This is an optimization exercise on Yosys and OpenROAD, whose aim is small area, a short achievable clock period and few clock cycles, not a production implementation. Function was checked by simulation only, so behaviour that the tests miss may differ from the original.

==> inputs of job 5888 <==
==> flow/design.v (excerpt) <==
module cpu(clk, reset, imem_addr, imem_data, dmem_addr, dmem_we, dmem_wdata, dmem_rdata);
export LEC_CHECK = 0
export ABC_AREA = 1
export CAP_MARGIN = 40
export CORE_MARGIN = 2
export CORE_UTILIZATION = 40
export PLACE_DENSITY = 0.6
export SLEW_MARGIN = 60
create_clock -name core_clock -period 34.0 [get_ports {clk}]
standard.sh (not shown) runs the stock make flow with config.mk's settings and CLKGATE_MAP_FILE= SYNTH_SCRIPT=/design/flow/synth_recipe.tcl, a recipe that flattens the netlist after the stock synthesis.
==> flow/flow/run.sh <==
#!/bin/bash
# Layout flow: the standard ORFS flow (standard.sh: same synthesis, floorplan, power
# grid, placement, CTS and routing, same clock period and SDC), with two changes to how
# the layout is optimised:
#  - SETUP_SLACK_MARGIN asks ORFS's timing repair to leave 25.5 ns of slack on the 34 ns
#    clock, so it sizes and buffers the design for a period of about 8.5 ns;
#  - the port buffers that buffer_ports inserts are plain buffers (buf_2, which repair may
#    resize) rather than its default delay-buffer cell.
# make's full output goes to standard_flow.log here; ORFS's per-step logs stay under orfs/logs.
set -euo pipefail
bash standard.sh SETUP_SLACK_MARGIN=25.5 TNS_END_PERCENT=20 \
  "BUFFER_PORTS_ARGS=-buffer_cell sky130_fd_sc_hd__buf_2" finish > standard_flow.log 2>&1
==> job 1101 (differences from job 5888) <==
--- a/flow/design.v
+++ b/flow/design.v
@@ -2902,17 +2902,16 @@
 	output logic dmem_we;
 	output logic [63:0] dmem_wdata;
 	input logic [63:0] dmem_rdata;
 	logic [7:0]  pc, pcD;           
 	logic [31:0] ir;
 	logic [30:0] selA, selB;        
 	logic        fwdA, fwdB;        
-	logic        haz;               
 	logic [63:0] mres, msd;         
-	logic [63:0] mx2, mx3;          
+	logic [63:0] mx1, mx2, mx3;     
 	logic [6:0]  maddr;             
 	logic [4:0]  mrd;
 	logic        mwr, mld, mmul, mrev, mst;
 	logic        fn, fv;            
 	logic [30:0][63:0] rf;
 	assign imem_addr  = pc;
 	assign dmem_addr  = maddr;
@@ -2935,16 +2934,14 @@
 	assign {i_addi, i_adds, i_subs, i_mul, i_lsl, i_lsr, i_ldur, i_stur, i_b, i_blt, i_cbz} = dec(ir);
 	logic [4:0] rd;
 	assign rd = ir[4:0];
 	logic writes, alu_wr, mul_wr;
 	assign writes = (i_addi | i_adds | i_subs | i_mul | i_lsl | i_lsr | i_ldur) && rd != 5'd31;
 	assign alu_wr = writes & ~i_ldur & ~i_mul & ~i_lsl & ~i_lsr;
 	assign mul_wr = writes & (i_mul | i_lsl | i_lsr);
-	logic stall;
-	assign stall = haz;
 	logic [10:0] nd;
 	logic [4:0]  n_rn, n_rb;
 	logic        n_usesA, n_usesB;
 	assign nd = dec(imem_data);
 	assign n_rn = imem_data[9:5];
 	assign n_rb = imem_data[25] ? imem_data[20:16] : imem_data[4:0];
 	assign n_usesA = |{nd[10:3]};
@@ -2953,39 +2950,31 @@
 	assign n_selA = 32'b1 << n_rn;
 	assign n_selB = 32'b1 << n_rb;
 	logic taken;
 	logic [7:0] off, pc_n;
 	assign taken = i_b | (i_blt & (fn ^ fv)) | (i_cbz & ~|opB);
 	assign off   = i_b ? ir[7:0] : ir[12:5];
 	assign pc_n  = taken ? pcD + off : pc + 8'd1;
+	logic bubble;
+	assign bubble = mul_wr && ((n_usesA && rd == n_rn) || (n_usesB && rd == n_rb));
 	always_ff @(posedge clk) begin
 		if (reset) begin
 			pc <= 8'd0;
 			ir <= 32'b0;
-		end else if (!stall) begin
-			pc <= pc_n;
-			ir <= imem_data;
+		end else begin
+			if (!bubble) pc <= pc_n;
+			ir <= bubble ? 32'b0 : imem_data;
 		end
 	end
-	always_ff @(posedge clk)
-		if (!stall) begin
-			pcD  <= pc;
-			selA <= n_selA[30:0];
-			selB <= n_selB[30:0];
-		end
 	always_ff @(posedge clk) begin
-		if (reset || stall) begin
-			fwdA <= 1'b0;
-			fwdB <= 1'b0;
-			haz  <= 1'b0;
-		end else begin
-			fwdA <= alu_wr && rd == n_rn;
-			fwdB <= alu_wr && rd == n_rb;
-			haz  <= mul_wr && ((n_usesA && rd == n_rn) || (n_usesB && rd == n_rb));
-		end
+		pcD  <= pc;
+		selA <= n_selA[30:0];
+		selB <= n_selB[30:0];
+		fwdA <= alu_wr && rd == n_rn;
+		fwdB <= alu_wr && rd == n_rb;
 	end
 	logic [63:0] rdA, rdB, opA, opB;
 	always_comb begin
 		rdA = 64'b0;
 		rdB = 64'b0;
 		for (int k = 0; k < 31; k++) begin
 			rdA = rdA | ({64{selA[k]}} & rf[k]);
@@ -3004,24 +2993,23 @@
 	logic [63:0] revA, mulA, mulB;
 	logic use_mul;
 	assign use_mul = i_mul | i_lsl | i_lsr;
 	always_comb for (int k = 0; k < 64; k++) revA[k] = opA[63 - k];
 	assign mulA = i_lsr ? revA : opA;
 	assign mulB = (i_lsl | i_lsr) ? (64'b1 << ir[15:10]) : opB;
 	mul_csa mult (.a(mulA), .b(mulB), .r(mrow));
-	logic [63:0] res_n, sd_n;
+	logic [63:0] res_n;
 	assign res_n = use_mul ? mrow[0] : sum;
-	assign sd_n  = use_mul ? mrow[1] : opB;
 	always_ff @(posedge clk)
-		if (!stall && (i_adds | i_subs)) begin
+		if (i_adds | i_subs) begin
 			fn <= sum[63];
 			fv <= ovf;
 		end
 	always_ff @(posedge clk) begin
-		if (reset || stall) begin
+		if (reset) begin
 			mwr  <= 1'b0;
 			mst  <= 1'b0;
 			mmul <= 1'b0;
 			mrev <= 1'b0;
 		end else begin
 			mwr  <= writes;
 			mst  <= i_stur;
@@ -3029,24 +3017,25 @@
 			mrev <= i_lsr;
 		end
 	end
 	always_ff @(posedge clk) begin
 		mld   <= i_ldur;
 		mrd   <= rd;
 		mres  <= res_n;
-		msd   <= sd_n;
+		msd   <= opB;
 		maddr <= sum[9:3];
+		mx1   <= mrow[1];
 		mx2   <= mrow[2];
 		mx3   <= mrow[3];
 	end
 	logic [63:0] prod, revP, wb;
 	logic [63:0] t1s, t1c, t2s, t2c;
 	logic pco;
-	assign t1s = mres ^ msd ^ mx2;
-	assign t1c = {(mres[62:0] & msd[62:0]) | (mres[62:0] & mx2[62:0]) | (msd[62:0] & mx2[62:0]), 1'b0};
+	assign t1s = mres ^ mx1 ^ mx2;
+	assign t1c = {(mres[62:0] & mx1[62:0]) | (mres[62:0] & mx2[62:0]) | (mx1[62:0] & mx2[62:0]), 1'b0};
 	assign t2s = t1s ^ t1c ^ mx3;
 	assign t2c = {(t1s[62:0] & t1c[62:0]) | (t1s[62:0] & mx3[62:0]) | (t1c[62:0] & mx3[62:0]), 1'b0};
 	bk_add64 mul_add (.a(t2s), .b(t2c), .ci(1'b0), .s(prod), .co(pco));
 	always_comb for (int k = 0; k < 64; k++) revP[k] = prod[63 - k];
 	assign wb = mld ? dmem_rdata : mmul ? (mrev ? revP : prod) : mres;
 	genvar g;
 	generate
==> flow/flow/run.sh (replaced) <==
#!/bin/bash
# Layout flow: the standard ORFS flow (standard.sh: same synthesis, floorplan, power
# grid, placement, CTS and routing, same clock period and SDC), with two changes to how
# the layout is optimised:
#  - SETUP_SLACK_MARGIN asks ORFS's timing repair to leave 25.8 ns of slack on the 34 ns
#    clock, so it sizes and buffers the design for a period of about 8.2 ns, on every
#    violating endpoint (TNS_END_PERCENT=100);
#  - the port buffers that buffer_ports inserts are plain buffers (buf_2, which repair may
#    resize) rather than its default delay-buffer cell.
# make's full output goes to standard_flow.log here; ORFS's per-step logs stay under orfs/logs.
set -euo pipefail
bash standard.sh SETUP_SLACK_MARGIN=25.8 TNS_END_PERCENT=100 \
  "BUFFER_PORTS_ARGS=-buffer_cell sky130_fd_sc_hd__buf_2" finish > standard_flow.log 2>&1
CAP_MARGIN = 20   (was 40)
CORE_UTILIZATION = 55   (was 40)
CTS_CLUSTER_DIAMETER = 70   (was default)
CTS_CLUSTER_SIZE = 14   (was default)
PLACE_DENSITY = 0.65   (was 0.6)
SLEW_MARGIN = 20   (was 60)
==> comparison <==
Between job 1101 and job 5888, the lower flip-flop and latch count is in job 5888 (gap 62).
Synthesized area is about the same in job 1101 and job 5888.
Of job 5888 and job 1101, job 5888 has the higher die area (gap 37%, measured against job 1101).
Testbench counts of job 5888, summed over its fixed seeds: cycles 70,492.
Testbench counts of job 1101, summed over its fixed seeds: cycles 70,492.

========
==> inputs of job 8648 <==
cpu with an RTL version that a note above also has.
export LEC_CHECK = 0
export ABC_AREA = 1
export CAP_MARGIN = 20
export CORE_MARGIN = 2
export CORE_UTILIZATION = 45
export PLACE_DENSITY = 0.6
export SLEW_MARGIN = 20
create_clock -name core_clock -period 34.0 [get_ports {clk}]
==> flow/flow/run.sh <==
#!/bin/bash
# Layout flow: the standard ORFS flow (standard.sh: same synthesis, floorplan, power
# grid, placement, CTS and routing, same clock period and SDC), with two changes to how
# the layout is optimised:
#  - SETUP_SLACK_MARGIN asks ORFS's timing repair to leave 25.8 ns of slack on the 34 ns
#    clock, so it sizes and buffers the design for a period of about 8.2 ns, on every
#    violating endpoint (TNS_END_PERCENT=100);
#  - the port buffers that buffer_ports inserts are plain buffers (buf_2, which repair may
#    resize) rather than its default delay-buffer cell.
# make's full output goes to standard_flow.log here; ORFS's per-step logs stay under orfs/logs.
set -euo pipefail
bash standard.sh SETUP_SLACK_MARGIN=25.8 TNS_END_PERCENT=100 \
  "BUFFER_PORTS_ARGS=-buffer_cell sky130_fd_sc_hd__buf_2" finish > standard_flow.log 2>&1
==> job 9241: changes against job 8648 <==
==> flow/flow/run.sh (replaced) <==
#!/bin/bash
# Layout flow: the standard ORFS flow (standard.sh: same synthesis, floorplan, power
# grid, placement, CTS and routing, same clock period and SDC), with two changes to how
# the layout is optimised:
#  - SETUP_SLACK_MARGIN asks ORFS's timing repair to leave 26.1 ns of slack on the 34 ns
#    clock, so it sizes and buffers the design for a period of about 7.9 ns, on every
#    violating endpoint (TNS_END_PERCENT=100);
#  - the port buffers that buffer_ports inserts are plain buffers (buf_2, which repair may
#    resize) rather than its default delay-buffer cell.
# make's full output goes to standard_flow.log here; ORFS's per-step logs stay under orfs/logs.
set -euo pipefail
bash standard.sh SETUP_SLACK_MARGIN=26.1 TNS_END_PERCENT=100 \
  "BUFFER_PORTS_ARGS=-buffer_cell sky130_fd_sc_hd__buf_2" finish > standard_flow.log 2>&1
CORE_UTILIZATION = 55   (was 45)
CTS_CLUSTER_DIAMETER = 90   (was not set)
CTS_CLUSTER_SIZE = 20   (was not set)
PLACE_DENSITY = 0.65   (was 0.6)
==> flow_metrics.tcl <==
set metrics [dict create \
    cp.buffers_inverters 7 \
    setup.worst_path.start "selA[2]$_SDFF_PP0_" \
    clkCellAreaFrac 0.0521 \
    status "complete, no violations" \
]
Source of the figures above: job 8648

==> flow_metrics.tcl <==
set metrics [dict create \
    final_layout_size_suffix_gt1_frac 0.0754 \
    ctsHoldBuffers 0 \
    port_buffers 177 \
    setup.worst_path.start "msd[27]$_DFF_P_" \
    grtUsageTotal 0.570 \
    yosys.area_share.xor_xnor 0.0640 \
    status "complete, no violations" \
    clkCellAreaFrac 0.0292 \
]
Source of the figures above: job 9241

Testbench counts of job 8648, summed over its fixed seeds: cycles 70,492.
Testbench counts of job 9241, summed over its fixed seeds: cycles 70,492.

[separate check: timing with driven ports]
How much do the figures lean on ideal ports? The routed layouts below were timed once more, with nothing changed but the port constraints. Step 1 sets driving cells, clkbuf_16 on the clock port and buf_2 on the other inputs (assumed; they add their load-dependent delay and slew). Step 2 moves the port delays by t, midway between the first and last clock arrival at a register: inputs arrive t later, outputs are due t later. That takes back most of the time a late clock gives input paths. Three values: no drivers, after step 1, after step 2; two values: the first two.
run | t, ns | setup WS [ns] | worst data-port slew with drivers (ns)
job 5888 | 1.078 | 25.315 / 25.173 / 25.254 | 0.12
job 1101 | 1.065 | 25.414 / 25.414 / 24.973 | 0.10
job 8648 | 1.062 | 25.549 / 25.549 / 25.061 | 0.11
job 9241 | 1.026 | 25.705 / 25.590 / 25.329 | 0.11
After both steps setup and hold are still met in every run listed. The setup slack of job 8648, which loses most, moves by 0.000 ns with the drivers and by -0.488 ns with both steps.
